Context: an optimization exercise on an open-source flow, tuned for small area, a short achievable clock period and few clock cycles. The choices shown serve that exercise and are no tape-out recipe. At most, simulation tests tie the RTL to the original design; equivalence was not proved. For runs 1 to 3, only the layout was checked, not whether the RTL still works. Power figures rest on the tool's default switching activity, not on a simulated workload.

===== flow/config.mk =====
export PLATFORM = sky130hd
export DESIGN_NAME = CHIP
export DESIGN_NICKNAME = CHIP
export VERILOG_FILES = /design/flow/design.v
export SDC_FILE = /design/flow/constraint.sdc
export NUM_CORES = 8
export LEC_CHECK = 0
export CAP_MARGIN = 20
export CORE_MARGIN = 2
export CORE_UTILIZATION = 40
export SETUP_SLACK_MARGIN = 0.3
export SLEW_MARGIN = 20

===== flow/constraint.sdc =====
create_clock -name core_clock -period 11.0 [get_ports {clk}]
set_input_delay 2.2000 -clock core_clock [delete_from_list [all_inputs] [get_ports {clk}]]
set_output_delay 2.2000 -clock core_clock [all_outputs]
set_load 0.01 [all_outputs]

===== flow/design.v =====
module CHIP(clk,
            rst_n,
            mem_wen_D,
            mem_addr_D,
            mem_wdata_D,
            mem_rdata_D,
            mem_addr_I,
            mem_rdata_I);
    input         clk, rst_n ;
    output        mem_wen_D  ;
    output [31:0] mem_addr_D ;
    output [31:0] mem_wdata_D;
    input  [31:0] mem_rdata_D;
    output [31:0] mem_addr_I ;
    input  [31:0] mem_rdata_I;
    reg  [31:2] pc_f;                
    reg         init;                
    reg         d_valid;
    reg  [31:0] ir;
    reg  [31:2] pc_d;
    reg         d_fp;                
    reg         e_valid;
    reg  [31:0] e_op1;               
    reg  [31:0] e_op2;               
    reg  [31:0] e_aux;               
    reg  [4:0]  e_rd;
    reg         e_wr;                
    reg         e_load, e_store, e_branch, e_bge, e_jal, e_jalr, e_link, e_mul;
    reg         e_sub, e_add, e_xor, e_slt;
    reg  [3:0]  e_sl1, e_sl2, e_sr1, e_sr2;    
    reg  [1:0]  e_sl3, e_sr3;
    reg         e_pred;              
    reg         m_wr, m_load, m_store;
    reg  [4:0]  m_rd;
    reg  [31:0] m_res, m_wdata;
    reg         mu_busy, mu_fin, mu_last;
    reg  [4:0]  mu_rd;
    reg  [31:0] mu_a, mu_b, mu_s, mu_c;
    wire        mu_wb   = mu_busy && mu_fin && !m_wr;
    wire        wp_we   = m_wr || mu_wb;
    wire [4:0]  wp_addr = m_wr ? m_rd : mu_rd;
    wire [31:0] wp_data = ({32{m_wr &  m_load}} & mem_rdata_D) |
                          ({32{m_wr & ~m_load}} & m_res) |
                          ({32{mu_wb}} & mu_s);
    wire [31:0] rf [0:31];
    assign rf[0] = 32'd0;
    genvar g;
    generate
        for (g = 1; g < 32; g = g + 1) begin : R
            localparam [31:0] RV = (g == 2) ? 32'hbffffff0 :
                                   (g == 3) ? 32'h10008000 : 32'd0;
            reg [31:0] q;
            assign rf[g] = q;
            always @(posedge clk) begin
                if (init || (wp_we && wp_addr == g))
                    q <= (RV == 32'd0) ? wp_data : (wp_data | (RV & {32{init}}));
            end
        end
    endgenerate
    wire [6:0] op  = ir[6:0];
    wire [4:0] rd  = ir[11:7];
    wire [2:0] f3  = ir[14:12];
    wire [4:0] rs1 = ir[19:15];
    wire [4:0] rs2 = ir[24:20];
    wire [4:0] sh  = ir[24:20];
    wire d_auipc  = (op[6:4] == 3'b001) &&  op[2];
    wire d_opimm  = (op[6:4] == 3'b001) && !op[2];
    wire d_load   = (op[6:4] == 3'b000);
    wire d_store  = (op[6:4] == 3'b010);
    wire d_opreg  = (op[6:4] == 3'b011);
    wire d_branch = (op[6:4] == 3'b110) && (op[3:2] == 2'b00);
    wire d_jalr   = (op[6:4] == 3'b110) && (op[3:2] == 2'b01);
    wire d_jal    = (op[6:4] == 3'b110) && op[3];
    wire d_mul    = d_opreg && ir[25] && (f3 != 3'b100);
    wire d_xor    = d_opreg && (f3 == 3'b100);
    wire d_slt    = d_opimm && (f3 == 3'b010);
    wire d_sll    = d_opimm && (f3 == 3'b001);
    wire d_srl    = d_opimm && (f3 == 3'b101);
    wire d_sub    = (d_opreg && ir[30]) || d_branch || d_slt;
    wire d_add    = !d_xor && !d_slt && !d_sll && !d_srl && !d_jalr;
    wire d_use1 = !d_auipc && !d_jal;
    wire d_use2 = d_opreg || d_branch || d_store;
    wire d_wr   = !d_branch && !d_store && (rd != 5'd0);
    wire [31:0] imm_i = {{20{ir[31]}}, ir[31:20]};
    wire [31:0] imm_s = {{20{ir[31]}}, ir[31:25], ir[11:7]};
    wire [31:0] imm_b = {{19{ir[31]}}, ir[31], ir[7], ir[30:25], ir[11:8], 1'b0};
    wire [31:0] imm_u = {ir[31:12], 12'd0};
    wire [31:0] imm_j = {{11{ir[31]}}, ir[31], ir[19:12], ir[20], ir[30:21], 1'b0};
    wire [31:0] v1 = (wp_we && wp_addr == rs1) ? wp_data : rf[rs1];
    wire [31:0] v2 = (wp_we && wp_addr == rs2) ? wp_data : rf[rs2];
    wire e_hit1 = e_valid && e_wr && (e_rd == rs1);
    wire e_hit2 = e_valid && e_wr && (e_rd == rs2);
    wire e_hitd = e_valid && e_wr && (e_rd == rd);
    wire m_wait = mu_busy && !mu_wb;
    wire m_hit1 = m_wait && (mu_rd == rs1);
    wire m_hit2 = m_wait && (mu_rd == rs2);
    wire m_hitd = m_wait && (mu_rd == rd);
    wire e_slow = e_load || e_mul;        
    wire d_stall = d_valid && (
        (e_slow && ((d_use1 && e_hit1) || (d_use2 && e_hit2))) ||
        (e_mul && d_wr && e_hitd) ||
        (d_use1 && m_hit1) || (d_use2 && m_hit2) || (d_wr && m_hitd) ||
        (d_mul && d_wr && ((e_valid && e_mul && e_wr) || m_wait)));
    wire [31:0] d_tgt_imm = ir[3] ? imm_j : imm_b;
    wire [31:2] d_tgt = pc_d + d_tgt_imm[31:2];
    wire [31:2] d_pc4 = pc_d + 30'd1;
    wire d_go = d_valid && !d_stall;
    wire [31:0] a = e_op1;
    wire [31:0] b = e_op2;
    wire [32:0] sum_c = {a, 1'b1} + {b, e_sub};
    wire [31:0] sum = sum_c[32:1];
    wire [31:0] bt = ~b;
    reg  [31:0] t_lt, t_eq;
    integer k, w;
    always @(*) begin
        t_lt = ~a & bt;
        t_lt[31] = a[31] & ~bt[31];
        t_eq = ~(a ^ bt);
        for (w = 1; w < 32; w = w * 2)
            for (k = 2 * w - 1; k < 32; k = k + 2 * w) begin
                t_lt[k] = t_lt[k] | (t_eq[k] & t_lt[k - w]);
                t_eq[k] = t_eq[k] & t_eq[k - w];
            end
    end
    wire lt = t_lt[31];
    wire eq = t_eq[31];
    wire [31:0] l1 = ({32{e_sl1[0]}} & a) | ({32{e_sl1[1]}} & {a[30:0], 1'b0}) |
                     ({32{e_sl1[2]}} & {a[29:0], 2'b0}) | ({32{e_sl1[3]}} & {a[28:0], 3'b0});
    wire [31:0] l2 = ({32{e_sl2[0]}} & l1) | ({32{e_sl2[1]}} & {l1[27:0], 4'b0}) |
                     ({32{e_sl2[2]}} & {l1[23:0], 8'b0}) | ({32{e_sl2[3]}} & {l1[19:0], 12'b0});
    wire [31:0] l3 = ({32{e_sl3[0]}} & l2) | ({32{e_sl3[1]}} & {l2[15:0], 16'b0});
    wire [31:0] r1 = ({32{e_sr1[0]}} & a) | ({32{e_sr1[1]}} & {1'b0, a[31:1]}) |
                     ({32{e_sr1[2]}} & {2'b0, a[31:2]}) | ({32{e_sr1[3]}} & {3'b0, a[31:3]});
    wire [31:0] r2 = ({32{e_sr2[0]}} & r1) | ({32{e_sr2[1]}} & {4'b0, r1[31:4]}) |
                     ({32{e_sr2[2]}} & {8'b0, r1[31:8]}) | ({32{e_sr2[3]}} & {12'b0, r1[31:12]});
    wire [31:0] r3 = ({32{e_sr3[0]}} & r2) | ({32{e_sr3[1]}} & {16'b0, r2[31:16]});
    wire [31:0] e_res = ({32{e_add}} & sum) | ({32{e_xor}} & (a ^ b)) |
                        {31'd0, e_slt & lt} | ({32{e_link}} & e_aux) | l3 | r3;
    wire br_taken   = e_bge ? !lt : eq;
    wire e_mis_br   = e_branch && (br_taken != e_pred);
    wire e_mis_jalr = e_jalr && !(e_pred && !a[0]);
    wire e_mis_jal  = e_jal && !e_pred;
    wire e_redirect = e_valid && (e_mis_br || e_mis_jalr || e_mis_jal);
    wire [31:2] e_target = e_jalr ? sum[31:2] : e_aux[31:2];
    assign mem_addr_I = {pc_f, 2'b00};
    wire [31:0] fi = mem_rdata_I;
    wire f_jal  = (fi[6:2] == 5'b11011);
    wire f_bwd  = (fi[6:2] == 5'b11000) && fi[31];
    wire x1_busy = (d_valid && d_wr && rd == 5'd1) ||
                   (e_valid && e_wr && e_rd == 5'd1) ||
                   (m_wr && m_rd == 5'd1) || (mu_busy && mu_rd == 5'd1);
    wire f_ret  = (fi[6:2] == 5'b11001) && (fi[19:15] == 5'd1) &&
                  (fi[31:21] == 11'd0) && !x1_busy;
    wire [11:2] f_lo_j = pc_f[11:2] + {fi[20], fi[30:22]};
    wire [11:2] f_lo_b = pc_f[11:2] + {fi[7], fi[30:25], fi[11:9]};
    wire f_take = f_jal || f_bwd || f_ret;
    wire [31:2] pc_f1  = pc_f + 30'd1;
    wire [31:2] pc_seq = ({30{f_jal}} & {pc_f[31:12], f_lo_j}) |
                         ({30{f_bwd}} & {pc_f[31:12], f_lo_b}) |
                         ({30{f_ret}} & rf[1][31:2]) |
                         ({30{~f_take}} & pc_f1);
    wire        use_seq = !init && !e_redirect && !d_redirect && !d_stall;
    wire [10:0] d_lo  = {1'b0, pc_d[11:2]} + {1'b0, d_tgt_imm[11:2]};
    wire        d_sg  = ir[31];
    wire        d_far = (d_jal && (ir[19:12] != {8{d_sg}})) || (d_lo[10] != d_sg);
    wire        d_mis = d_fp && (d_jal || d_branch) && d_far;
    wire        d_redirect = d_go && d_mis;
    always @(posedge clk or negedge rst_n) begin
        if (!rst_n) begin
            d_valid <= 1'b0;
            init    <= 1'b1;
        end else begin
            init <= 1'b0;
            if (init || e_redirect || d_redirect)
                d_valid <= 1'b0;
            else if (!d_stall)
                d_valid <= 1'b1;
        end
    end
    wire [31:2] pc_other = init ? 30'h00004000 :
                           e_redirect ? e_target :
                           d_redirect ? d_pc4 : pc_f;
    always @(posedge clk)
        pc_f <= ({30{use_seq}} & pc_seq) | ({30{~use_seq}} & pc_other);
    always @(posedge clk) begin
        if (!d_stall) begin
            ir   <= mem_rdata_I;
            pc_d <= pc_f;
            d_fp <= f_take;
        end
    end
    wire        byp1 = e_hit1 && d_use1;
    wire        byp2 = e_hit2 && (d_opreg || d_branch);
    wire        byp3 = e_hit2 && d_store;
    wire [31:0] op1_n = d_auipc ? {pc_d, 2'b00} : d_jal ? {d_pc4, 2'b00} : v1;
    wire [31:0] op2_n = ((d_opreg || d_branch) ? v2 :
                         d_store ? imm_s :
                         d_auipc ? imm_u :
                         d_jal ? 32'd0 : imm_i) ^ {32{d_sub}};
    wire [31:0] aux_n = d_store ? v2 :
                        (d_jal || (d_branch && !ir[31])) ? {d_tgt, 2'b00} : {d_pc4, 2'b00};
    always @(posedge clk or negedge rst_n) begin
        if (!rst_n) e_valid <= 1'b0;
        else        e_valid <= d_go && !e_redirect;
    end
    always @(posedge clk) begin
        e_op1 <= byp1 ? e_res : op1_n;
        e_op2 <= byp2 ? (e_res ^ {32{d_sub}}) : op2_n;
        e_aux <= byp3 ? e_res : aux_n;
        e_rd     <= rd;
        e_wr     <= d_wr;
        e_load   <= d_load;
        e_store  <= d_store;
        e_branch <= d_branch;
        e_bge    <= f3[0];
        e_jal    <= d_jal;
        e_jalr   <= d_jalr;
        e_link   <= d_jalr;
        e_mul    <= d_mul;
        e_sub    <= d_sub;
        e_add    <= d_add;
        e_xor    <= d_xor;
        e_slt    <= d_slt;
        e_sl1    <= {4{d_sll}} & (4'b0001 << sh[1:0]);
        e_sl2    <= 4'b0001 << sh[3:2];
        e_sl3    <= sh[4] ? 2'b10 : 2'b01;
        e_sr1    <= {4{d_srl}} & (4'b0001 << sh[1:0]);
        e_sr2    <= 4'b0001 << sh[3:2];
        e_sr3    <= sh[4] ? 2'b10 : 2'b01;
        e_pred   <= d_fp && !d_mis;
    end
    wire e_go = e_valid && !e_mul;
    always @(posedge clk or negedge rst_n) begin
        if (!rst_n) begin
            m_wr    <= 1'b0;
            m_load  <= 1'b0;
            m_store <= 1'b0;
        end else begin
            m_wr    <= e_go && e_wr;
            m_load  <= e_go && e_load;
            m_store <= e_go && e_store;
        end
    end
    always @(posedge clk) begin
        m_rd    <= e_rd;
        m_res   <= e_res;
        m_wdata <= e_aux;
    end
    assign mem_wen_D   = m_store;
    assign mem_addr_D  = m_res;
    assign mem_wdata_D = m_wdata;
    wire mu_issue = e_valid && e_mul && e_wr;
    wire [31:0] pp0 = mu_b[0] ? mu_a : 32'd0;
    wire [31:0] pp1 = mu_b[1] ? {mu_a[30:0], 1'b0} : 32'd0;
    wire [31:0] pp2 = mu_b[2] ? {mu_a[29:0], 2'b0} : 32'd0;
    wire [31:0] pp3 = mu_b[3] ? {mu_a[28:0], 3'b0} : 32'd0;
    wire [31:0] s1 = mu_s ^ mu_c ^ pp0;
    wire [31:0] c1 = {((mu_s & mu_c) | (mu_s & pp0) | (mu_c & pp0)), 1'b0};
    wire [31:0] s2 = pp1 ^ pp2 ^ pp3;
    wire [31:0] c2 = {((pp1 & pp2) | (pp1 & pp3) | (pp2 & pp3)), 1'b0};
    wire [31:0] s3 = s1 ^ c1 ^ s2;
    wire [31:0] c3 = {((s1 & c1) | (s1 & s2) | (c1 & s2)), 1'b0};
    wire [31:0] s4 = s3 ^ c3 ^ c2;
    wire [31:0] c4 = {((s3 & c3) | (s3 & c2) | (c3 & c2)), 1'b0};
    always @(posedge clk or negedge rst_n) begin
        if (!rst_n)        mu_busy <= 1'b0;
        else if (mu_issue) mu_busy <= 1'b1;
        else if (mu_wb)    mu_busy <= 1'b0;
    end
    always @(posedge clk) begin
        if (mu_issue) begin
            mu_a    <= a;
            mu_b    <= b;
            mu_s    <= 32'd0;
            mu_c    <= 32'd0;
            mu_fin  <= 1'b0;
            mu_last <= (a == 32'd0) || (b == 32'd0);
            mu_rd   <= e_rd;
        end else if (!mu_last) begin
            mu_a    <= {mu_a[27:0], 4'd0};
            mu_b    <= {4'd0, mu_b[31:4]};
            mu_s    <= s4;
            mu_c    <= c4;
            mu_last <= (mu_a[27:0] == 28'd0) || (mu_b[31:4] == 28'd0);
        end else if (!mu_fin) begin
            mu_s    <= mu_s + mu_c;
            mu_fin  <= 1'b1;
        end
    end
endmodule

===== flow/flow/run.sh =====
#!/bin/bash
# The standard ORFS layout (the standard.sh), with its timing repair aimed
# well below the clock period (a repair target only: the design is still
# constrained and signed off at the design's period) and plain buffers on the
# ports. ORFS writes each step's log under orfs/logs; make's output goes to
# orfs_flow.log.
set -o pipefail
bash standard.sh CORE_UTILIZATION=55 SETUP_SLACK_MARGIN=7.5 \
    "BUFFER_PORTS_ARGS=-buffer_cell sky130_fd_sc_hd__buf_4" \
    finish > orfs_flow.log 2>&1

===== flow/standard.sh =====
#!/bin/bash
# synth_recipe.tcl (not shown) runs the flow's synth.tcl, then flattens the netlist and writes it again
# the make line also repeats each setting of config.mk as NAME=value (left out here)
make -C /OpenROAD-flow-scripts/flow DESIGN_CONFIG=/design/flow/config.mk WORK_HOME=/design/flow/orfs CLKGATE_MAP_FILE= SYNTH_SCRIPT=/design/flow/synth_recipe.tcl "${@:-finish}"

==> run summary, run 1 <==
- The count of unresolved DRC violations after routing is 0.
- The clock-pin slew on the worst setup and hold paths is 0.06 ns.
- The total of endpoints with negative setup slack in the final report is 0.
- The wire-length estimate of the detail-placed layout is 222900 um.
- The minimum period implied by the final worst setup slack is 4.069 ns.
- Summing all non-filler instances in the final layout gives an area of 89970 sq um.
- The worst slew slack as a fraction of its limit is 17.35%.
- The final estimated routing congestion in global placement is 1.071.
- The maximum clock frequency is 245.8 MHz.
- The number of pins exceeding their max-slew limit in the final report was 0.
- The overall global routing resource usage is 53.83%.
- The count of buffers added on input and output ports is 158.
- The worst setup slack before clock tree synthesis is 5.534 ns.
- The starting utilization of the core area is 55.25%.
- The final standard cell count with taps included and fillers excluded is 8850.
- The core region is 133000 sq um.
- At the worst endpoint, the arrival time is 4.76 ns.
- The number of antenna violations at the first check in global routing is 27.
- The number of flip-flops and latches in the synthesized netlist is 1419.
- No sink is reached through more buffers than the 3 on the longest clock path.
- The width of the die is 369.5 um.
- The number of global-route vias before repair is 63810.
- Sequential cells were found to cover 54.01% of the synthesized design area.
- The worst setup path is launched from a register.
- The standard-cell row count is 134.
- The number of violations reported at the end of detailed-routing iteration 0 is 15350.
- The master cell of the clock root buffer is clkbuf_16.
- Sequential cells account for 39.6% of the total power.
- The largest net degree at the start of global routing is 72.
- Of the cells placed in the final design, the portion with a size suffix greater than 1 is 22.83%.
- The cell internal power dissipation is 12.51 mW.
- The library cell used most frequently in the layout, excluding fill and tap cells, is edfxtp_1.
- In this run, the clock network consumes 25.8% of the power.
- The total iterations of the first detailed-routing run is 14.
- The height of the chip is 369.5 um.
- The yosys synthesis warning count is 1.
- The setup path with the least slack is of type reg -> reg.
- The power density of the placed cells is 225.2 nW/um^2.
- Across the run, the number of max-cap violations was 0.
- Setup repair after global routing could not meet its margin everywhere.
- Counting every instance in the synthesized netlist gives 6557.
- The endpoint type of the worst setup path is a register.
- For this design, the sink count on the clock tree is 1419.
- The run finished with no timing, DRC or antenna violations.
- The peak fanout along the critical path is 13.
- After global routing the overflow that remains totals 0.
- The TritonCTS clock tree is built.
- The final clock period utilization by the worst path is 36.99%.
- At the pin with the least slew margin, the transition time is 1.227 ns.
- The static leakage is 33.59 nW.
- The switching power is 7.754 mW.
- The synthesized area divided by synthesized cell count is 11.20 sq um.
- In this run the number of H-tree levels came out at 4.
- 163 I/O pins were placed.
- The min-delay analysis places its worst path in the category reg -> reg.
- Leaving out fill and tap cells, the most frequent cells in the layout are edfxtp_1 (1122), a22oi_1 (635), buf_4 (473).
- The worst-case setup margin in the final layout is 6.931 ns.
- The cell count after placement is 8193.
- The setup slack of the worst register-to-register path is 6.93 ns.
- The remaining antenna violation count is 0.
- The total number of vias is 70740.
- The final total negative setup slack is 0 ns.
- The net switching fraction of the power is 38.26%.
- The final layout contains routed wiring with a total length of 388000 um.
- On the final layout, the worst clock skew is 0.04964 ns.
- The most frequently used flop master after synthesis is edfxtp_1.
- The area growth from synthesis to layout is 22.48%.
- The number of hold buffers added after CTS was 0.
- The mapped netlist covers 73460 sq um.
- TritonCTS created 151 clock buffers.
- The final layout contains 7258 nets.
- For the worst-skew pair, the clock arrives at the later sink with an insertion delay of 0.86 ns.
- Counting flops with an async set or reset pin after synthesis yields a share of 0.4933%.
- The die outline area is 136500 sq um.
- The count of cell types in the netlist is 84.
- Dividing the detail-routed via count by the number of cells gives 7.993.
- Combinational cells account for 34.6% of the total power.
- Yosys mapped a number of flops with a built-in enable equal to 1122.
- IR analysis of the VDD net gives a maximum drop of 0.1538 mV.
- The placed instances occupy a cell area of 77630 sq um.
- The detail-routed net length per standard cell is 43.84 um.
- The number of hold-slack violations in the final timing report is 0.
- The first global-routing pass estimated 508100 um of wire.
- STA puts the critical path data required time at 11.69 ns.
[layer usage]
layer	global-route usage (%)	share of wire (%)
met1	62.94	31
met2	74.55	39
met3	25.85	18
met4	43.41	12
met5	4.416	0.49
[final timing paths]
check,to,cells past startpoint,start
min reg2reg,m_wdata[5]$_DFF_P_,0,e_aux[5]$_DFF_P_
max,pc_f[9]$_DFF_P_,18,ir[24]$_DFFE_PP_
max in group asynchronous,init$_DFF_PN1_,1,rst_n
min in group asynchronous,mu_busy$_DFFE_PN0P_,1,rst_n
max reg2reg,pc_f[9]$_DFF_P_,18,ir[24]$_DFFE_PP_
min,m_wdata[5]$_DFF_P_,0,e_aux[5]$_DFF_P_
[state kept, by name, summed over array words and instances (netlist names), 32 cells and up]
signal	count
m_wdata	32
e_op1	32
R.q	992
mu_a	32
mu_s	32
m_res	32
e_op2	32
e_aux	32
mu_b	32
[critical path, cell delays in order (launching register included)]
cell and delay [ns]:
edfxtp_1 0.42, buf_12 0.20, mux2_2 0.27, ha_1 0.33, nor2b_2 0.18, o31a_1 0.27, o21ba_4 0.21, o31a_1 0.31
or2_4 0.28, o21ai_4 0.23, nor4_4 0.07, buf_12 0.14, nor3_4 0.20, nand2_4 0.10, buf_12 0.15, buf_4 0.14
nand2b_4 0.15, buf_8 0.17, o22ai_2 0.09
[per-stage QoR]
| step | hold slack [ns] | util (%) | total power, mW |
|---|---|---|---|
| after floorplan | 0.3311 | - | 11.13 |
| after global placement | 0.3601 | 58.39 | 13.57 |
| after detailed placement | 0.3651 | 58.39 | 13.68 |
| after CTS | 0.3717 | 65.50 | 19.36 |
| after global routing | 0.3839 | 67.64 | 20.80 |
| final | 0.3765 | 67.67 | 20.26 |
[cell usage after synthesis (17+ instances only)]
master,number,area (sq um)
a31oi_1,25,156.4
buf_1,59,221.5
nor2b_1,25,156.4
nand4_1,137,857.1
o211ai_1,26,195.2
nor2_1,339,1272
clkbuf_1,418,1569
a31o_2,22,192.7
nand3_1,160,800.8
o221ai_1,22,192.7
a22oi_1,639,4797
and3_1,51,319.1
a211oi_1,68,510.5
o22ai_1,61,381.6
o21a_1,17,127.6
a21o_1,63,473.0
nand2_1,459,1723
inv_1,265,994.7
ha_1,139,1739
nor4_1,66,412.9
a22o_1,240,2102
and2_1,111,694.4
nor3_1,74,370.4
o21ai_0,286,1431
dfxtp_1,290,5806
a222oi_1,89,890.9
or2_2,37,231.5
nand2b_1,30,187.7
fa_1,119,2382
xnor2_1,120,1051
a221oi_1,254,2225
a21oi_1,314,1572
edfxtp_1,1122,33690
mux2i_1,108,1081
xor2_1,70,613.1
o21bai_1,19,142.6
[area by class of cell]
| type | instances | area [sq um] |
|---|---|---|
| Tap cell | 1768 | 2212 |
| Multi-Input combinational cell | 4389 | 34540 |
| Timing Repair inverter | 1 | 6.256 |
| Antenna cell | 24 | 60.06 |
| Timing Repair Buffer | 704 | 7174 |
| Clock inverter | 87 | 923.4 |
| Clock buffer | 190 | 4069 |
| Inverter | 268 | 1061 |
| Fill cell | 9949 | 42990 |
| Sequential cell | 1419 | 39920 |
[cells by family (layout without fill, tap and decap cells)]
group | after synthesis | in the layout | share of synthesized area, %
mux | 121 | 121 | 1.671
compound gates | 2245 | 2256 | 22.14
fa+ha+maj | 258 | 258 | 5.611
other cells | 1 | 27 | 0.005105
buf+inv | 764 | 1250 | 3.964
flops | 1419 | 1419 | 54.01
xor+xnor | 190 | 190 | 2.265
simple gates | 1559 | 1561 | 10.33
[power groups by stage]
stage | logic [mW] | clock network (mW) | registers [mW]
floorplan | 3.47 | 0 | 7.66
global placement | 5.52 | 0 | 8.05
detailed placement | 5.61 | 0 | 8.06
CTS | 6.22 | 5.18 | 7.96
global route | 7.33 | 5.38 | 8.09
finish | 7.01 | 5.23 | 8.03
[timing repair]
item                                   in CTS  in global routing
pin swaps                                 110                137
setup endpoints to repair                1643                252
resized for setup                         601                365
gates cloned                               20                 18
endpoints found under the hold margin       0                  0
buffers inserted                          215                 97
==> run 2: changes to the inputs <==
--- a/flow/design.v
+++ b/flow/design.v
@@ -19,6 +19,9 @@
     reg  [31:0] ir;
     reg  [31:2] pc_d;
     reg         d_fp;                
+    reg  [11:2] d_lo;                
+    reg         d_lc;                
+    reg         d_far;               
     reg         e_valid;
     reg  [31:0] e_op1;               
     reg  [31:0] e_op2;               
@@ -101,8 +104,9 @@
         (e_mul && d_wr && e_hitd) ||
         (d_use1 && m_hit1) || (d_use2 && m_hit2) || (d_wr && m_hitd) ||
         (d_mul && d_wr && ((e_valid && e_mul && e_wr) || m_wait)));
-    wire [31:0] d_tgt_imm = ir[3] ? imm_j : imm_b;
-    wire [31:2] d_tgt = pc_d + d_tgt_imm[31:2];
+    wire [31:12] d_tgt_hi = pc_d[31:12] + {{12{ir[31]}}, (ir[3] ? ir[19:12] : {8{ir[31]}})} +
+                            {19'd0, d_lc};
+    wire [31:2] d_tgt = {d_tgt_hi, d_lo};
     wire [31:2] d_pc4 = pc_d + 30'd1;
     wire d_go = d_valid && !d_stall;
     wire [31:0] a = e_op1;
@@ -151,18 +155,17 @@
                    (m_wr && m_rd == 5'd1) || (mu_busy && mu_rd == 5'd1);
     wire f_ret  = (fi[6:2] == 5'b11001) && (fi[19:15] == 5'd1) &&
                   (fi[31:21] == 11'd0) && !x1_busy;
-    wire [11:2] f_lo_j = pc_f[11:2] + {fi[20], fi[30:22]};
-    wire [11:2] f_lo_b = pc_f[11:2] + {fi[7], fi[30:25], fi[11:9]};
+    wire [12:2] f_lo_j = {1'b0, pc_f[11:2]} + {1'b0, fi[20], fi[30:22]};
+    wire [12:2] f_lo_b = {1'b0, pc_f[11:2]} + {1'b0, fi[7], fi[30:25], fi[11:9]};
+    wire        f_far  = fi[2] ? ((fi[19:12] != {8{fi[31]}}) || (f_lo_j[12] != fi[31]))
+                               : (f_lo_b[12] != fi[31]);
     wire f_take = f_jal || f_bwd || f_ret;
     wire [31:2] pc_f1  = pc_f + 30'd1;
-    wire [31:2] pc_seq = ({30{f_jal}} & {pc_f[31:12], f_lo_j}) |
-                         ({30{f_bwd}} & {pc_f[31:12], f_lo_b}) |
+    wire [31:2] pc_seq = ({30{f_jal}} & {pc_f[31:12], f_lo_j[11:2]}) |
+                         ({30{f_bwd}} & {pc_f[31:12], f_lo_b[11:2]}) |
                          ({30{f_ret}} & rf[1][31:2]) |
                          ({30{~f_take}} & pc_f1);
     wire        use_seq = !init && !e_redirect && !d_redirect && !d_stall;
-    wire [10:0] d_lo  = {1'b0, pc_d[11:2]} + {1'b0, d_tgt_imm[11:2]};
-    wire        d_sg  = ir[31];
-    wire        d_far = (d_jal && (ir[19:12] != {8{d_sg}})) || (d_lo[10] != d_sg);
     wire        d_mis = d_fp && (d_jal || d_branch) && d_far;
     wire        d_redirect = d_go && d_mis;
     always @(posedge clk or negedge rst_n) begin
@@ -186,7 +189,10 @@
         if (!d_stall) begin
             ir   <= mem_rdata_I;
             pc_d <= pc_f;
-            d_fp <= f_take;
+            d_fp  <= f_take;
+            d_lo  <= fi[2] ? f_lo_j[11:2] : f_lo_b[11:2];
+            d_lc  <= fi[2] ? f_lo_j[12] : f_lo_b[12];
+            d_far <= f_far;
         end
     end
     wire        byp1 = e_hit1 && d_use1;
@@ -197,8 +203,9 @@
                          d_store ? imm_s :
                          d_auipc ? imm_u :
                          d_jal ? 32'd0 : imm_i) ^ {32{d_sub}};
+    wire        d_ptaken = d_fp && !d_mis;
     wire [31:0] aux_n = d_store ? v2 :
-                        (d_jal || (d_branch && !ir[31])) ? {d_tgt, 2'b00} : {d_pc4, 2'b00};
+                        (d_jal || (d_branch && !d_ptaken)) ? {d_tgt, 2'b00} : {d_pc4, 2'b00};
     always @(posedge clk or negedge rst_n) begin
         if (!rst_n) e_valid <= 1'b0;
         else        e_valid <= d_go && !e_redirect;
@@ -227,7 +234,7 @@
         e_sr1    <= {4{d_srl}} & (4'b0001 << sh[1:0]);
         e_sr2    <= 4'b0001 << sh[3:2];
         e_sr3    <= sh[4] ? 2'b10 : 2'b01;
-        e_pred   <= d_fp && !d_mis;
+        e_pred   <= d_ptaken;
     end
     wire e_go = e_valid && !e_mul;
     always @(posedge clk or negedge rst_n) begin
==> run 2 against run 1 <==
Compared with the run above:
- now fails the layout checks on max-capacitance violations, max-slew violations
- design area up 0.85%
- sequential power grew 7.0%
- synthesized cell count rose by 0.69%
- routed wire length grew 2.5%
- via count is 1.1% higher
- combinational power up 9.8%
- hold slack improved by 0.015 ns
- power grew 6.0%
- setup slack worse by 0.019 ns
- register-to-register slack worse by 0.02 ns
- sequential share of layout area up 0.089 points
- fmax down 0.48%
==> run summary, run 2 <==
- The number of vias per cell is 8.009.
- The sequential fraction of the synthesis area is 54.32%.
- In the routed design, unresolved DRC markers number 0.
- In the post-synthesis netlist, the biggest area contributors are edfxtp_1 (46%), dfxtp_1 (7.9%), a22oi_1 (7.4%), fa_1 (3.3%), nand2_1 (2.8%).
- During placement, the flow inserted port buffers numbering 158.
- The flip-flop count of the largest register, all copies and words added is 992.
- The area added between synthesis and finish is 23.11%.
- The number of pins exceeding their max-slew limit in the final report is 2.
- The cell count after placement is 8244.
- The arrival time at the worst endpoint is 4.75 ns.
- The floorplan has 134 rows.
- The critical path is of the reg -> reg type.
- In the synthesized netlist, the cells that appear most often are edfxtp_1 (1134), a22oi_1 (725), nand2_1 (545).
- Among all cell types in the netlist, the one instantiated most often is edfxtp_1.
- In the layout the commonest cells are edfxtp_1 (1134), a22oi_1 (710), nand2_1 (528).
- TritonCTS built the clock tree.
- The nature of the critical path startpoint is a register.
- The width of the die is 370.1 um.
- The minimum period implied by the final worst setup slack is 4.088 ns.
- The run finished, with violations left.
- The most used flip-flop cell after synthesis is edfxtp_1.
- The CTS sink count is 1431.
- The number of flip-flops and latches in the synthesized netlist is 1431.
- The maximum clock frequency is 244.6 MHz.
- Summed over its instances, the top area cell type makes up 46.20% of the synthesized netlist area.
- The final total negative setup slack is 0 ns.
- After floorplanning, the core was sized to cover 133300 sq um.
- 163 I/O pins were placed.
- Prior to clock tree synthesis, the placed netlist has a worst setup slack of 5.337 ns.
- The worst-case setup margin in the final layout is 6.912 ns.
- The cell count of the worst reg-to-reg path is 13.
- The total number of vias is 71530.
- After detailed routing, the average wire length per cell comes to 44.55 um.
- The capture point of the worst reg-to-reg path is e_op2[9]$_DFF_P_.
- Synthesis produced a netlist whose cell count is 6602.
- For this run, the number of Yosys warnings is 1.
- The longest clock path from root to sink contains 3 buffers.
- In this run the number of H-tree levels came out at 4.
- The worst supply voltage drop on vdd is 0.2153 mV.
- Across all register-to-register paths, the minimum setup slack is 6.91 ns.
- The final standard cell count with taps included and fillers excluded is 8932.
- The number of flops mapped to enable cells by yosys is 1134.
- The power density of the placed cells is 236.8 nW/um^2.
- The final estimated routing congestion in global placement is 1.110.
- The overall global routing resource usage is 56.06%.
- The number of fillers in the final layout is 9848.
- Counting flops with an async set or reset pin after synthesis yields a share of 0.4892%.
- The total of endpoints with negative setup slack in the final report is 0.
- Global routing finished with a remaining overflow of 0.
- The run did not pass the layout checks because of max-capacitance violations, max-slew violations.
- The end point of the most critical hold path is m_wdata[4]$_DFF_P_.
- The die is 370.1 um tall.
- For the worst-skew pair, the clock arrives at the later sink with an insertion delay of 0.87 ns.
- The first global-routing pass estimated 527100 um of wire.
- For the worst setup path, the data required time is 11.66 ns.
- The number of cells on the worst hold path is 0.
- The number of violations reported at the end of detailed-routing iteration 0 is 15950.
- The largest net degree at the start of global routing is 83.
- The clock-pin slew on the worst setup and hold paths is 0.06 ns.
- At the pin with the least slew margin, the transition time is 1.596 ns.
- Clock tree synthesis selected as its root buffer the cell clkbuf_16.
- After synthesis the cells add up to 73700 sq um.
- The library cell used most frequently in the layout, excluding fill and tap cells, is edfxtp_1.
- Buffers inserted during clock tree synthesis total 153.
- The HPWL after detailed placement is 225000 um.
- In the final layout, the share of cells above drive strength 1 is 24.07%.
- The clock arrives with 0.04507 ns of skew.
- The number of global-route vias before repair is 65480.
- For this block, the routed nets add up to 397900 um of wire.
- The static leakage is 34.18 nW.
- Setup repair after global routing could not meet its margin everywhere.
- The number of antenna violations at the first check in global routing is 31.
- The synthesized area divided by synthesized cell count is 11.16 sq um.
- The beginning of the worst register-to-register path is ir[23]$_DFFE_PP_.
- The register name with the most flops is R.q.
- The origin of the worst min-delay path is e_aux[4]$_DFF_P_.
- For this run, the post-layout net count is 7344.
- Summed over all instances, the cell type with the most area after synthesis is edfxtp_1.
- The die covers 137000 sq um.
- The worst slew slack as a fraction of its limit is -7.043%.
- The detail route stage leaves a number of antenna-violating nets equal to 0.
- The final clock period utilization by the worst path is 37.17%.
- The number of hold-slack violations in the final timing report is 0.
- In this run, distinct cell masters in the synthesized netlist total 88.
- The tool flagged a number of max-cap violations equal to 1.
- The total iterations of the first detailed-routing run is 11.
- For this configuration, the core starts out at a cell density of 55.30%.
- The worst hold path belongs to the class reg -> reg.
- Along the worst path, the maximum fanout reaches 26.
- STA classifies the critical path endpoint as a register.
==> run 2: worst max-delay path: stages (launching register included) <==
cell      delay [ns]
edfxtp_1        0.42
buf_12          0.21
or3_4           0.42
nor2_4          0.12
buf_6           0.34
buf_6           0.37
a222oi_1        0.15
nand3_1         0.15
nor4_4          0.10
nor2_2          0.28
a21oi_2         0.09
o21ai_0         0.34
o21ai_1         0.23
xnor2_4         0.63
==> run 2: cells by family (layout without fill, tap and decap cells) <==
kind of cell / count (synthesis) / after routing / share of synthesized area [%]
adder cells (fa/ha/maj): 250 / 250 / 5.466
multiplexers: 120 / 120 / 1.670
flip-flops: 1431 / 1431 / 54.32
AO/OA/AOI/OAI: 2243 / 2254 / 21.85
buffers and inverters: 774 / 1301 / 4.035
XOR/XNOR: 192 / 192 / 2.282
AND/OR/NAND/NOR: 1591 / 1595 / 10.37
other: 1 / 21 / 0.005088
==> run 2: what timing repair did <==
item,4_1_cts,5_1_grt
cloned,22,11
gates resized for setup,683,343
hold buffers,0,0
buffers inserted,245,113
pin swaps,116,117
setup endpoints to repair,1081,569
==> run 2: final cells by class <==
| cell class | count | area (sq um) | share of cell area [%] |
|---|---|---|---|
| multi-input cells | 4414 | 34600 | 38.13 |
| diodes | 18 | 45.04 | 0.04964 |
| clock buffers | 187 | 4084 | 4.501 |
| inverters | 272 | 1079 | 1.189 |
| clock inverters | 86 | 835.8 | 0.9211 |
| repair buffers | 756 | 7545 | 8.315 |
| flip-flops and latches | 1431 | 40340 | 44.46 |
| well taps | 1768 | 2212 | 2.438 |
==> run 2: routing by layer <==
layer | share of wire (%) | vias to the layer above | global-route usage (%)
met4 | 12 | 58 | 46.50
met5 | 0.37 | - | 2.378
met3 | 19 | 2891 | 31.23
met2 | 38 | 8152 | 76.12
li1 | - | 26630 | -
met1 | 30 | 33800 | 63.76
==> run 2: worst max-delay path by stage <==
| stage | start | to | slack (ns) | cells after the start |
|---|---|---|---|---|
| global route | mem_rdata_I[9] | d_far$_DFFE_PP_ | 7.03 | 15 |
| CTS | mem_rdata_I[9] | d_far$_DFFE_PP_ | 7.15 | 15 |
| floorplan | mem_rdata_I[22] | d_far$_DFFE_PP_ | 6.58 | 14 |
| finish | ir[23]$_DFFE_PP_ | e_op2[9]$_DFF_P_ | 6.91 | 13 |
| detailed placement | e_op1[13]$_DFF_P_ | pc_f[16]$_DFF_P_ | 5.34 | 14 |
| global placement | e_op1[13]$_DFF_P_ | pc_f[30]$_DFF_P_ | 5.45 | 13 |
==> run 2: per-stage QoR <==
step	area, sq um	power, mW	utilization (%)	hold WS, ns
after global placement	78130	14.54	58.62	0.3855
after CTS	87940	20.44	65.97	0.3963
final	90740	21.49	68.07	0.3911
after global routing	90700	22.00	68.05	0.3891
after floorplan	74530	11.85	-	0.3267
after detailed placement	78150	14.64	58.63	0.3870
==> run 2: where the power goes <==
part	internal (mW)	leakage, nW	switching, mW
clock	2.85	2.42	2.34
sequential	7.54	14.1	1.05
combinational	2.59	17.6	5.12
total	13.0	34.2	8.51
==> run 3: changes to the inputs <==
--- a/flow/design.v
+++ b/flow/design.v
@@ -19,6 +19,7 @@
     reg  [31:0] ir;
     reg  [31:2] pc_d;
     reg         d_fp;                
+    reg  [31:1] d_s1, d_s2;          
     reg  [11:2] d_lo;                
     reg         d_lc;                
     reg         d_far;               
@@ -89,8 +90,18 @@
     wire [31:0] imm_b = {{19{ir[31]}}, ir[31], ir[7], ir[30:25], ir[11:8], 1'b0};
     wire [31:0] imm_u = {ir[31:12], 12'd0};
     wire [31:0] imm_j = {{11{ir[31]}}, ir[31], ir[19:12], ir[20], ir[30:21], 1'b0};
-    wire [31:0] v1 = (wp_we && wp_addr == rs1) ? wp_data : rf[rs1];
-    wire [31:0] v2 = (wp_we && wp_addr == rs2) ? wp_data : rf[rs2];
+    reg  [31:0] rv1, rv2;
+    integer n;
+    always @(*) begin
+        rv1 = 32'd0;
+        rv2 = 32'd0;
+        for (n = 1; n < 32; n = n + 1) begin
+            rv1 = rv1 | ({32{d_s1[n]}} & rf[n]);
+            rv2 = rv2 | ({32{d_s2[n]}} & rf[n]);
+        end
+    end
+    wire [31:0] v1 = (wp_we && wp_addr == rs1) ? wp_data : rv1;
+    wire [31:0] v2 = (wp_we && wp_addr == rs2) ? wp_data : rv2;
     wire e_hit1 = e_valid && e_wr && (e_rd == rs1);
     wire e_hit2 = e_valid && e_wr && (e_rd == rs2);
     wire e_hitd = e_valid && e_wr && (e_rd == rd);
@@ -148,25 +159,20 @@
     wire [31:2] e_target = e_jalr ? sum[31:2] : e_aux[31:2];
     assign mem_addr_I = {pc_f, 2'b00};
     wire [31:0] fi = mem_rdata_I;
-    wire f_jal  = (fi[6:2] == 5'b11011);
-    wire f_bwd  = (fi[6:2] == 5'b11000) && fi[31];
     wire x1_busy = (d_valid && d_wr && rd == 5'd1) ||
                    (e_valid && e_wr && e_rd == 5'd1) ||
                    (m_wr && m_rd == 5'd1) || (mu_busy && mu_rd == 5'd1);
-    wire f_ret  = (fi[6:2] == 5'b11001) && (fi[19:15] == 5'd1) &&
-                  (fi[31:21] == 11'd0) && !x1_busy;
-    wire [12:2] f_lo_j = {1'b0, pc_f[11:2]} + {1'b0, fi[20], fi[30:22]};
-    wire [12:2] f_lo_b = {1'b0, pc_f[11:2]} + {1'b0, fi[7], fi[30:25], fi[11:9]};
-    wire        f_far  = fi[2] ? ((fi[19:12] != {8{fi[31]}}) || (f_lo_j[12] != fi[31]))
-                               : (f_lo_b[12] != fi[31]);
-    wire f_take = f_jal || f_bwd || f_ret;
-    wire [31:2] pc_f1  = pc_f + 30'd1;
-    wire [31:2] pc_seq = ({30{f_jal}} & {pc_f[31:12], f_lo_j[11:2]}) |
-                         ({30{f_bwd}} & {pc_f[31:12], f_lo_b[11:2]}) |
-                         ({30{f_ret}} & rf[1][31:2]) |
-                         ({30{~f_take}} & pc_f1);
-    wire        use_seq = !init && !e_redirect && !d_redirect && !d_stall;
-    wire        d_mis = d_fp && (d_jal || d_branch) && d_far;
+    wire [31:2] pc_seq_n;
+    wire        f_take, f_lc, f_far;
+    wire [11:2] f_lo;
+    wire [31:2] pc_other;
+    wire        use_seq;
+    fetch_pred fp(.fi(fi), .pc_f(pc_f), .x1(rf[1][31:2]), .x1_busy(x1_busy),
+                  .use_seq(use_seq), .pc_other(pc_other), .pc_next(pc_seq_n),
+                  .take(f_take), .lo(f_lo), .lc(f_lc), .far(f_far));
+    assign      use_seq = !init && !e_redirect && !d_redirect && !d_stall;
+    wire        d_mis = d_fp && (((d_jal || d_branch) && d_far) ||
+                                 (d_jalr && (ir[31:21] != 11'd0)));
     wire        d_redirect = d_go && d_mis;
     always @(posedge clk or negedge rst_n) begin
         if (!rst_n) begin
@@ -180,18 +186,20 @@
                 d_valid <= 1'b1;
         end
     end
-    wire [31:2] pc_other = init ? 30'h00004000 :
+    assign      pc_other = init ? 30'h00004000 :
                            e_redirect ? e_target :
                            d_redirect ? d_pc4 : pc_f;
     always @(posedge clk)
-        pc_f <= ({30{use_seq}} & pc_seq) | ({30{~use_seq}} & pc_other);
+        pc_f <= pc_seq_n;
     always @(posedge clk) begin
         if (!d_stall) begin
             ir   <= mem_rdata_I;
             pc_d <= pc_f;
             d_fp  <= f_take;
-            d_lo  <= fi[2] ? f_lo_j[11:2] : f_lo_b[11:2];
-            d_lc  <= fi[2] ? f_lo_j[12] : f_lo_b[12];
+            d_s1  <= 31'd1 << (fi[19:15] - 5'd1);
+            d_s2  <= 31'd1 << (fi[24:20] - 5'd1);
+            d_lo  <= f_lo;
+            d_lc  <= f_lc;
             d_far <= f_far;
         end
     end
@@ -295,3 +303,27 @@
         end
     end
 endmodule
+module fetch_pred(fi, pc_f, x1, x1_busy, use_seq, pc_other, pc_next, take, lo, lc, far);
+    input  [31:0] fi;
+    input  [31:2] pc_f, x1, pc_other;
+    input         x1_busy, use_seq;
+    output [31:2] pc_next;
+    output        take, lc, far;
+    output [11:2] lo;
+    wire jal = (fi[6:2] == 5'b11011);
+    wire bwd = (fi[6:2] == 5'b11000) && fi[31];
+    wire ret = (fi[6:2] == 5'b11001) && (fi[19:15] == 5'd1) && !x1_busy;
+    wire [12:2] lo_j = {1'b0, pc_f[11:2]} + {1'b0, fi[20], fi[30:22]};
+    wire [12:2] lo_b = {1'b0, pc_f[11:2]} + {1'b0, fi[7], fi[30:25], fi[11:9]};
+    assign far  = fi[2] ? ((fi[19:12] != {8{fi[31]}}) || (lo_j[12] != fi[31]))
+                        : (lo_b[12] != fi[31]);
+    assign take = jal || bwd || ret;
+    assign lo   = fi[2] ? lo_j[11:2] : lo_b[11:2];
+    assign lc   = fi[2] ? lo_j[12] : lo_b[12];
+    wire [31:2] pc_f1 = pc_f + 30'd1;
+    wire [31:2] seq = ({30{jal}} & {pc_f[31:12], lo_j[11:2]}) |
+                      ({30{bwd}} & {pc_f[31:12], lo_b[11:2]}) |
+                      ({30{ret}} & x1) |
+                      ({30{~take}} & pc_f1);
+    assign pc_next = ({30{use_seq}} & seq) | ({30{~use_seq}} & pc_other);
+endmodule
==> flow/flow/run.sh (replaced) <==
#!/bin/bash
# The standard ORFS layout (the standard.sh) with: hierarchical synthesis
# (each module mapped on its own, then flattened, as the standard synthesis
# does), timing repair aimed well below the clock period (a repair target
# only: the design is still constrained and signed off at the design's
# period), larger slew/capacitance margins, plain buffers on the ports, larger
# clock-tree sink clusters, and extra antenna-repair rounds after detailed
# routing (flow/post_drt.tcl). ORFS writes each step's log under orfs/logs;
# make's output goes to orfs_flow.log.
set -o pipefail
HERE=$(pwd)
bash standard.sh CORE_UTILIZATION=55 SETUP_SLACK_MARGIN=7.5 \
    SYNTH_HIERARCHICAL=1 SLEW_MARGIN=35 CAP_MARGIN=35 \
    CTS_CLUSTER_SIZE=22 CTS_CLUSTER_DIAMETER=80 \
    "BUFFER_PORTS_ARGS=-buffer_cell sky130_fd_sc_hd__buf_4" \
    POST_DETAIL_ROUTE_TCL=$HERE/flow/post_drt.tcl \
    finish > orfs_flow.log 2>&1
==> flow/flow/post_drt.tcl (new file) <==
# Sourced by ORFS at the end of detailed routing (POST_DETAIL_ROUTE_TCL):
# keep repairing antennas and re-routing while violations remain, for a few
# more rounds than ORFS's own loop.
set my_antenna_rounds 0
while { [check_antennas] && $my_antenna_rounds < 6 } {
  repair_antennas
  detailed_route {*}$all_args
  incr my_antenna_rounds
}
puts "post_drt: extra antenna rounds $my_antenna_rounds"
==> run 3 against run 2 <==
Compared with the run above:
- now clean on timing, DRC and antenna
- die area up 3.9%
- power fell by 7.3%
- hold slack worse by 0.0032 ns
==> run summary, run 3 <==
- The storage element area is 42080 sq um.
- The final clock period utilization by the worst path is 34.28%.
- The number of antenna violations at the first check in global routing is 42.
- The number of hold-slack violations in the final timing report is 0.
- By startpoint and endpoint, the worst setup path is classified as in -> reg.
- The class of the worst hold path is reg -> reg.
- During I/O placement, the number of pins put on the boundary was 163.
- By count the netlist is led by edfxtp_1 (1196), a22oi_1 (619), nand2_1 (493).
- The HPWL after detailed placement is 238000 um.
- The worst hold path was traced through 0 stages.
- The total of hold buffers inserted after clock tree synthesis is 0.
- After synthesis, the mean cell area works out to 11.46 sq um.
- Entering global routing, the biggest net connects 73 pins.
- The number of flops mapped to enable cells by yosys is 1196.
- The total area inside the core boundary comes to 137800 sq um.
- Subtracting the final worst setup slack from the clock period gives 3.771 ns.
- For this design the static power due to leakage is 33.49 nW.
- The number of global-route vias before repair is 65970.
- The register name with the most flops is R.q.
- The top cell types in the final layout, fill and taps aside, are edfxtp_1 (1196), a22oi_1 (605), buf_4 (565).
- The power density of the placed cells is 223.5 nW/um^2.
- The overall global routing resource usage is 54.39%.
- The utilization of the core after routing is 64.69%.
- Setup repair after global routing could not meet its margin everywhere.
- The cell accounting for the most synthesized area is edfxtp_1.
- In the synthesized netlist the dominant register cell turns out to be edfxtp_1.
- The worst setup path is captured at a register.
- The number of fillers in the final layout is 10820.
- The peak fanout along the critical path is 33.
- The Yosys step of the flow raised 7 warnings.
- The insertion delay to the later sink of the worst-skew pair is 0.79 ns.
- STA puts the critical path data required time at 11.63 ns.
- The clock-pin slew on the worst setup and hold paths is 0.09 ns.
- The tool flagged a number of max-cap violations equal to 0.
- After synthesis, the cell types taking the most area are edfxtp_1 (47%), dfxtp_1 (7.6%), a22oi_1 (6.1%), a221oi_1 (3.2%), fa_1 (3.1%).
- The worst slew slack as a fraction of its limit is 21.76%.
- After detailed routing, the average wire length per cell comes to 44.94 um.
- The number of levels the H-tree was split into is 3.
- Traced cell by cell, the critical path runs through buf_4 > mux2i_2 > o21ai_4 > buf_4 > o21ai_1 > a21oi_1 > a221oi_1 > nor2_1.
- The TritonCTS clock tree is built.
- The first TritonRoute pass finished after 15 iterations.
- The initial utilization of the core area, before any placement, comes to 55.58%.
- The run finished with no timing, DRC or antenna violations.
- The largest single stage delay on the critical path is 0.60 ns.
- Once detail routing completed, the nets flagged for antenna violations numbered 0.
- Summing all multi-input logic gate instances after layout gives 34230 sq um.
- The layout cell share with drive strength beyond 1 is 19.49%.
- The wire length of the first global-routing pass is 533200 um.
- Hold is met by 0.3880 ns.
- The maximum clock frequency is 265.2 MHz.
- The count of unresolved DRC violations after routing is 0.
- The count of cell types in the netlist is 115.
- The cell count of the worst reg-to-reg path is 9.
- The routed design has 397800 um of wire.
- The area share of the leading cell type in the synthesized netlist is 46.88%.
- The total overflow left after global routing is 0.
- The CTS sink count is 1493.
- The arrival time at the worst endpoint is 4.40 ns.
- Measured along the x axis, the die boundary spans 377.2 um.
- The number of violations reported at the end of detailed-routing iteration 0 is 15910.
- Setup violations remaining at the end of the flow were counted as 0.
- For the final database, setup skew stands at 0.05158 ns.
- The register with the most flip-flops in the layout has 992 of them.
- The die covers 142300 sq um.
- The number of vias per cell is 8.119.
- The area added between synthesis and finish is 16.38%.
- Summing the sequential cell areas from Yosys gives 54.69% of the chip area.
- The final standard cell count with taps included and fillers excluded is 8852.
- The height of the chip is 377.2 um.
- In the final timing run, aggregate negative setup slack is 0 ns.
- By instance count, the cell type seen most on the critical path is buf_4.
- Summing every instance area after synthesis gives 76610 sq um.
- For the pin with the worst max-slew slack, the measured transition is 1.167 ns.
- The number of pins exceeding their max-slew limit in the final report was 0.
- The master cell of the clock root buffer is clkbuf_16.
- The cell at the slowest stage of the critical path is o21ai_1.
- The count of input and output buffers is 158.
- The final estimated routing congestion in global placement is 1.107.
- The worst supply voltage drop on vdd is 0.1886 mV.
- Synthesis produced a netlist whose cell count is 6682.
- Yosys instantiated no cell more often than edfxtp_1.
- The number of buffers created by CTS is 92.
- No sink is reached through more buffers than the 3 on the longest clock path.
- After synthesis, the share of flip-flops with an asynchronous set or reset is 0.4689%.
- The most common cell after layout, fill and taps aside is edfxtp_1.
- After detailed placement, the design holds a cell count of 8370.
- The worst setup path is launched from a primary input.
- The number of flip-flops and latches in the synthesized netlist is 1493.
- The routed layout has 71870 vias.
- The final-stage net count is 7293.
- The floorplan has 136 rows.
## run 3: cell type report
| type | count | share of cell area, % |
|---|---|---|
| clock buffer | 103 | 2.664 |
| antenna | 28 | 0.07859 |
| sequential | 1493 | 47.19 |
| inverter | 290 | 1.309 |
| timing repair inverter | 3 | 0.01965 |
| timing repair buffer | 693 | 7.194 |
| multi-input combinational | 4404 | 38.39 |
| clock inverter | 44 | 0.6301 |
| tap | 1794 | 2.518 |
## run 3: critical path, delay by kind of cell
kind | cells | cell delay (ns)
and+or+nand+nor | 1 | 0.06
muxes | 1 | 0.31
buffers and inverters | 2 | 0.37
AOI/OAI and AO/OA | 4 | 1.39
## run 3: cell families after synthesis
| kind of cell | Yosys count | share of synthesized area (%) |
|---|---|---|
| compound gates | 2185 | 21.14 |
| simple gates | 1616 | 10.57 |
| flops | 1493 | 54.69 |
| buf+inv | 799 | 4.129 |
| fa+ha+maj | 250 | 5.259 |
| xor+xnor | 188 | 2.159 |
| mux | 150 | 2.050 |
| other cells | 1 | 0.004895 |
## run 3: what timing repair did
action / in CTS / in global routing
cloned: 21 / 6
resized for setup: 410 / 218
buffers inserted: 154 / 114
pin swaps: 85 / 76
endpoints found under the setup margin: 1145 / 553
hold endpoints to repair: 0 / 0
## run 3: path summary, 6_finish.rpt
| check | from | endpoint | slack (ns) |
|---|---|---|---|
| hold reg to reg | e_aux[27]$_DFF_P_ | m_wdata[27]$_DFF_P_ | 0.39 |
| hold / removal | e_aux[27]$_DFF_P_ | m_wdata[27]$_DFF_P_ | 0.39 |
| setup / recovery | mem_rdata_D[30] | e_op1[30]$_DFF_P_ | 7.23 |
| max in group asynchronous | rst_n | init$_DFF_PN1_ | 9.47 |
| min in group asynchronous | rst_n | mu_busy$_DFFE_PN0P_ | 1.27 |
| setup reg to reg | ir[15]$_DFFE_PN_ | e_op1[30]$_DFF_P_ | 7.29 |
## run 3: through the flow
| stage | total power, mW | setup slack (ns) | area, sq um |
|---|---|---|---|
| finish | 19.93 | 7.229 | 89160 |
| global route | 20.41 | 7.308 | 89090 |
| CTS | 19.01 | 7.250 | 86920 |
| detailed placement | 14.70 | 5.613 | 80670 |
| global placement | 14.60 | 5.640 | 80340 |
| floorplan | 11.80 | 6.655 | 77100 |
## run 3: power by group
group	total [mW]	leakage, nW	internal (mW)	switching [mW]
Combinational	7.63	17.2	2.73	4.90
Clock	3.82	1.42	1.67	2.15
Sequential	8.47	14.9	7.47	1.01
## run 3: per-module statistics from Yosys (local to each module, per instance)
module	cells inside	copies in the design	area [sq um]
CHIP	6308	1	74200
fetch_pred	374	1	2401
## run 3: layer usage
| metal | share of wire [%] | GRT usage [%] |
|---|---|---|
| met5 | 0.15 | 1.715 |
| met4 | 12 | 45.81 |
| met3 | 18 | 27.68 |
| met2 | 39 | 75.06 |
| met1 | 31 | 62.26 |
==> run 4: changes to the inputs <==
--- a/flow/design.v
+++ b/flow/design.v
@@ -29,10 +29,10 @@
     reg  [31:0] e_aux;               
     reg  [4:0]  e_rd;
     reg         e_wr;                
-    reg         e_load, e_store, e_branch, e_bge, e_jal, e_jalr, e_link, e_mul;
+    reg         e_load, e_store, e_branch, e_bge, e_jal, e_jalr, e_mul;
     reg         e_sub, e_add, e_xor, e_slt;
-    reg  [3:0]  e_sl1, e_sl2, e_sr1, e_sr2;    
-    reg  [1:0]  e_sl3, e_sr3;
+    reg  [3:0]  e_sl1, e_sr1, e_sh2;    
+    reg  [1:0]  e_sh3;
     reg         e_pred;              
     reg         m_wr, m_load, m_store;
     reg  [4:0]  m_rd;
@@ -141,16 +141,16 @@
     wire eq = t_eq[31];
     wire [31:0] l1 = ({32{e_sl1[0]}} & a) | ({32{e_sl1[1]}} & {a[30:0], 1'b0}) |
                      ({32{e_sl1[2]}} & {a[29:0], 2'b0}) | ({32{e_sl1[3]}} & {a[28:0], 3'b0});
-    wire [31:0] l2 = ({32{e_sl2[0]}} & l1) | ({32{e_sl2[1]}} & {l1[27:0], 4'b0}) |
-                     ({32{e_sl2[2]}} & {l1[23:0], 8'b0}) | ({32{e_sl2[3]}} & {l1[19:0], 12'b0});
-    wire [31:0] l3 = ({32{e_sl3[0]}} & l2) | ({32{e_sl3[1]}} & {l2[15:0], 16'b0});
+    wire [31:0] l2 = ({32{e_sh2[0]}} & l1) | ({32{e_sh2[1]}} & {l1[27:0], 4'b0}) |
+                     ({32{e_sh2[2]}} & {l1[23:0], 8'b0}) | ({32{e_sh2[3]}} & {l1[19:0], 12'b0});
+    wire [31:0] l3 = ({32{e_sh3[0]}} & l2) | ({32{e_sh3[1]}} & {l2[15:0], 16'b0});
     wire [31:0] r1 = ({32{e_sr1[0]}} & a) | ({32{e_sr1[1]}} & {1'b0, a[31:1]}) |
                      ({32{e_sr1[2]}} & {2'b0, a[31:2]}) | ({32{e_sr1[3]}} & {3'b0, a[31:3]});
-    wire [31:0] r2 = ({32{e_sr2[0]}} & r1) | ({32{e_sr2[1]}} & {4'b0, r1[31:4]}) |
-                     ({32{e_sr2[2]}} & {8'b0, r1[31:8]}) | ({32{e_sr2[3]}} & {12'b0, r1[31:12]});
-    wire [31:0] r3 = ({32{e_sr3[0]}} & r2) | ({32{e_sr3[1]}} & {16'b0, r2[31:16]});
+    wire [31:0] r2 = ({32{e_sh2[0]}} & r1) | ({32{e_sh2[1]}} & {4'b0, r1[31:4]}) |
+                     ({32{e_sh2[2]}} & {8'b0, r1[31:8]}) | ({32{e_sh2[3]}} & {12'b0, r1[31:12]});
+    wire [31:0] r3 = ({32{e_sh3[0]}} & r2) | ({32{e_sh3[1]}} & {16'b0, r2[31:16]});
     wire [31:0] e_res = ({32{e_add}} & sum) | ({32{e_xor}} & (a ^ b)) |
-                        {31'd0, e_slt & lt} | ({32{e_link}} & e_aux) | l3 | r3;
+                        {31'd0, e_slt & lt} | ({32{e_jalr}} & e_aux) | l3 | r3;
     wire br_taken   = e_bge ? !lt : eq;
     wire e_mis_br   = e_branch && (br_taken != e_pred);
     wire e_mis_jalr = e_jalr && !(e_pred && !a[0]);
@@ -230,18 +230,15 @@
         e_bge    <= f3[0];
         e_jal    <= d_jal;
         e_jalr   <= d_jalr;
-        e_link   <= d_jalr;
         e_mul    <= d_mul;
         e_sub    <= d_sub;
         e_add    <= d_add;
         e_xor    <= d_xor;
         e_slt    <= d_slt;
         e_sl1    <= {4{d_sll}} & (4'b0001 << sh[1:0]);
-        e_sl2    <= 4'b0001 << sh[3:2];
-        e_sl3    <= sh[4] ? 2'b10 : 2'b01;
         e_sr1    <= {4{d_srl}} & (4'b0001 << sh[1:0]);
-        e_sr2    <= 4'b0001 << sh[3:2];
-        e_sr3    <= sh[4] ? 2'b10 : 2'b01;
+        e_sh2    <= 4'b0001 << sh[3:2];
+        e_sh3    <= sh[4] ? 2'b10 : 2'b01;
         e_pred   <= d_ptaken;
     end
     wire e_go = e_valid && !e_mul;
--- a/flow/flow/run.sh
+++ b/flow/flow/run.sh
@@ -9,7 +9,7 @@
 # make's output goes to orfs_flow.log.
 set -o pipefail
 HERE=$(pwd)
-bash standard.sh CORE_UTILIZATION=55 SETUP_SLACK_MARGIN=7.5 \
+bash standard.sh CORE_UTILIZATION=55 SETUP_SLACK_MARGIN=8.0 \
     SYNTH_HIERARCHICAL=1 SLEW_MARGIN=35 CAP_MARGIN=35 \
     CTS_CLUSTER_SIZE=22 CTS_CLUSTER_DIAMETER=80 \
     "BUFFER_PORTS_ARGS=-buffer_cell sky130_fd_sc_hd__buf_4" \
==> run 4 against run 3 <==
Compared with the run above:
- still clean on timing, DRC and antenna
- sequential share of layout area decreased by 2.5 points
- utilization is 3.9 points higher
- area after synthesis hardly changed
- final cell count rose by 2.3%
- sequential cell count unchanged
- register-to-register slack better by 0.18 ns
- hold slack improved by 0.013 ns
- clock-buffer cell count increased by 4
- clock power barely moved
- power rose by 19%
- highest routed layer unchanged
==> run summary, run 4 <==
- The run finished with no timing, DRC or antenna violations.
- The cell area that synthesis handed to floorplanning was 76610 sq um.
- The cell area after placement is 81070 sq um.
- From synthesis to final layout, the design area changed by 23.47%.
- The post-synthesis async set-or-reset flop share is 0.4689%.
- Setup violations remaining at the end of the flow were counted as 0.
- The actual slew at the worst max-slew pin is 1.171 ns.
- The insertion delay to the later sink of the worst-skew pair is 0.81 ns.
- The die covers 142300 sq um.
- The maximum clock frequency is 283.1 MHz.
- The sum of routed wire length over all layers is 410200 um.
- The worst setup path is captured at a register.
- The worst pin sits at a relative slew slack of 21.95%.
- After synthesis, the cell types taking the most area are edfxtp_1 (47%), dfxtp_1 (7.6%), a22oi_1 (5.6%), a22o_1 (3.3%), a221oi_1 (3.3%).
- The share of synthesized area in the top cell type comes to 46.88%.
- The cell occurring most often along the worst timing path is nand4_1.
- In this run the deepest clock path goes through 3 buffers.
- The final-stage net count is 7494.
- After layout, the minimum clock period comes to 3.533 ns.
- The final standard cell count with taps included and fillers excluded is 9057.
- The synthesized design contains 1196 enable-type register cells.
- The Yosys step of the flow raised 7 warnings.
- The master cell of the clock root buffer is clkbuf_16.
- The final design instance area without fill is 94590 sq um.
- The first detailed-routing pass took 14 iterations.
- The final clock skew is 0.04562 ns.
- Leaving out fill and tap cells, the most frequent cells in the layout are edfxtp_1 (1196), a22oi_1 (563), buf_4 (511).
- Dividing the detail-routed wire length by the instance count gives 45.29 um.
- In the final layout, the share of cells above drive strength 1 is 27.46%.
- The worst register-to-register path has a setup slack of 7.47 ns.
- In this run, post-CTS hold repair placed 0 buffers.
- The number of levels the H-tree was split into is 3.
- The number of violations reported at the end of detailed-routing iteration 0 is 17190.
- The number of pins exceeding their max-slew limit in the final report is 0.
- The standard-cell row count is 136.
- The number of primary I/O pins is 163.
- The number of antenna violations at the first check in global routing is 38.
- Leaving out fill and tap cells, the most frequent cell in the layout is edfxtp_1.
- The arrival time at the worst endpoint is 4.23 ns.
- The cell accounting for the most synthesized area is edfxtp_1.
- For this design, the slowest cell found on the critical path is dfxtp_4.
- In the finished design, the share of the clock period the worst path needs comes to 32.12%.
- The first global-routing pass estimated 545700 um of wire.
- The post-synthesis instance total is 6688.
- The register with the most flip-flops in the layout has 992 of them.
- The final total negative setup slack is 0 ns.
- The critical path required time is 11.70 ns.
- The overall power consumption is 23.69 mW.
- In this run the worst hold path is classified as reg -> reg.
- The number of max-cap violations is 0.
- The die is 377.2 um wide.
- The largest single stage delay on the critical path is 0.39 ns.
- Routability-driven placement finished with a final weighted congestion of 1.075.
- The count of cell types in the netlist is 108.
- The register name with the most flops is R.q.
- The detail route stage leaves a number of antenna-violating nets equal to 0.
- In the routed design, unresolved DRC markers number 0.
- The number of hold-slack violations in the final timing report came to 0.
- Summing the sequential cell areas from Yosys gives 54.69% of the chip area.
- Each instance of the synthesized netlist takes up on average 11.46 sq um.
- The number of buffers created by CTS is 91.
- Once placement completed, the tool counted placed cells totaling 8358.
- The detailed router placed 73960 vias in this run.
- The region available for standard cell placement spans 137800 sq um.
- Global routing consumed, over all layers together, 55.81% of the routing resources.
- The number of flip-flops and latches in the synthesized netlist is 1493.
- The nature of the critical path startpoint is a register.
- The worst setup path is of the reg -> reg kind.
- CTS saw 1493 sinks.
- Global routing finished with a remaining overflow of 0.
- The number of global-route vias before repair is 66830.
- The largest net degree at the start of global routing is 92.
- Clock-pin slew was measured on the worst setup and hold paths at 0.10 ns.
- After detailed routing, the number of vias per cell comes to 8.166.
- The count of input and output buffers is 158.
- Setup repair after global routing could not meet its margin everywhere.
- In the synthesized netlist, the cells that appear most often are edfxtp_1 (1196), a22oi_1 (571), nand2_1 (440).
- Power spread over the standard cell area amounts to 250.5 nW/um^2.
- The signal on the critical path passes through clkinvlp_4 > ha_4 > nand4_1 > or2_4 > nor3_4 > o211ai_1 > nand4_1 > mux2i_1 > a211o_2 > buf_12 > buf_4 > mux2_2 > nor2_1 > nor2_4 > a31oi_1.
- The HPWL after detailed placement is 239100 um.
- The peak fanout along the critical path is 5.
- The floorplan step set the die height to 377.2 um.
- Among all flip-flop cells after synthesis, the most frequent one is edfxtp_1.
- Once the floorplan was initialized, standard cells occupied 55.58% of the core.
- VDD sags by at most 0.1868 mV.
- The static leakage is 35.23 nW.
- The TritonCTS clock tree is built.
- Among all cell types in the netlist, the one instantiated most often is edfxtp_1.
-- run 4: cell count changes after synthesis, sizes merged, moves of 21 or more --
| cell | change |
|---|---|
| nand2 | -52 |
| a22oi | -48 |
| clkbuf | +32 |
| mux2 | -27 |
| a21oi | +24 |
| buf | -24 |
| a22o | +22 |
| or2 | +21 |
-- run 4: timing repair --
| item | CTS | global route |
|---|---|---|
| gates resized for setup | 1043 | 427 |
| setup buffers | 353 | 108 |
| hold endpoints to repair | 0 | 0 |
| cloned | 39 | 19 |
| pin swaps | 247 | 196 |
| setup endpoints to repair | 1317 | 876 |
-- run 4: metrics by stage --
step,worst slack [ns],utilization (%),hold WS [ns]
after global routing,7.458,68.58,0.3983
after floorplan,6.922,-,0.3305
after detailed placement,5.390,58.82,0.3880
after CTS,7.513,66.43,0.3948
final,7.467,68.63,0.4008
after global placement,5.189,58.48,0.3734
-- run 4: final timing paths --
path,start,end,cells after the start
min reg2reg,e_aux[23]$_DFF_P_,m_wdata[23]$_DFF_P_,0
min in group asynchronous,rst_n,m_store$_DFF_PN0_,1
max,e_op1[27]$_DFF_P_,pc_f[18]$_DFF_P_,15
min,e_aux[23]$_DFF_P_,m_wdata[23]$_DFF_P_,0
max in group asynchronous,rst_n,init$_DFF_PN1_,1
max reg2reg,e_op1[27]$_DFF_P_,pc_f[18]$_DFF_P_,15
-- run 4: cell families after synthesis --
| group | synth area share [%] |
|---|---|
| and+or+nand+nor | 10.43 |
| muxes | 1.782 |
| AOI/OAI and AO/OA | 21.63 |
| DFF | 54.69 |
| xor gates and xnor gates | 2.195 |
| other | 0.004895 |
| adders and majority gates | 5.259 |
| buffers and inverters | 4.019 |
-- run 4: final cells by class --
type / count / area (sq um)
fillers: 10020 / 43240
flip-flops and latches: 1493 / 42310
multi-input cells: 4426 / 36700
repair buffers: 880 / 9086
clock buffers: 107 / 2359
well taps: 1794 / 2245
inverters: 278 / 1185
clock inverters: 40 / 568.0
diodes: 31 / 77.57
repair inverters: 8 / 70.07
-- run 4: Yosys stat by module (local to each module, per instance) --
module      area (sq um)  times used
CHIP               74240           1
fetch_pred          2372           1
-- run 4: routing by layer --
layer	vias up	part of all wire (%)	GRT usage (%)
li1	27270	-	-
met1	35170	31	66.49
met2	8630	38	74.98
met3	2822	19	28.68
met4	56	12	44.61
met5	-	0.26	1.990
-- run 4: critical path: cells and delay by family, from the launching register on --
family	cells	cell delay [ns]
flip-flops	1	0.39
AO/OA/AOI/OAI	3	0.47
adder cells (fa/ha/maj)	1	0.28
multiplexers	2	0.57
AND/OR/NAND/NOR	6	1.30
buffers and inverters	3	0.42
-- run 4: power breakdown --
| part | internal, mW | switching (mW) | leakage, nW |
|---|---|---|---|
| Combinational | 3.96 | 6.77 | 18.9 |
| Clock | 1.67 | 2.15 | 1.41 |
| Sequential | 7.90 | 1.24 | 14.9 |
Testbench counts of run 4, summed over its fixed seeds: cycles 200,790.

## what the ideal ports hide
The results above use ideal ports. As a check the final layouts listed here were re-extracted and re-timed, cells and wires unchanged. Step 1 (the two cells are an assumption about what drives the block):
set clk [get_ports {clk}]
set_driving_cell -lib_cell sky130_fd_sc_hd__clkbuf_16 $clk
set_driving_cell -lib_cell sky130_fd_sc_hd__buf_2 [delete_from_list [all_inputs] $clk]
Step 2 also shifts input and output timing later by t, the mid clock arrival at the registers, as if the neighbouring blocks saw the same clock. a / b / c = no drivers / after step 1 / after step 2; a / b = the first two.
run | shift t [ns] | setup WS [ns] | hold WS [ns]
run 1 | 0.917 | 6.931 / 6.931 / 6.089 | 0.376 / 0.376 / 0.376
run 2 | 0.926 | 6.912 / 6.912 / 6.279 | 0.391 / 0.391 / 0.391
run 3 | 0.855 | 7.229 / 7.285 / 6.441 | 0.388 / 0.388 / 0.388
run 4 | 0.879 | 7.467 / 7.408 / 6.716 | 0.401 / 0.401 / 0.401
The setup slack of run 1, which loses most, moves by 0.000 ns with the drivers and by -0.842 ns with both steps.
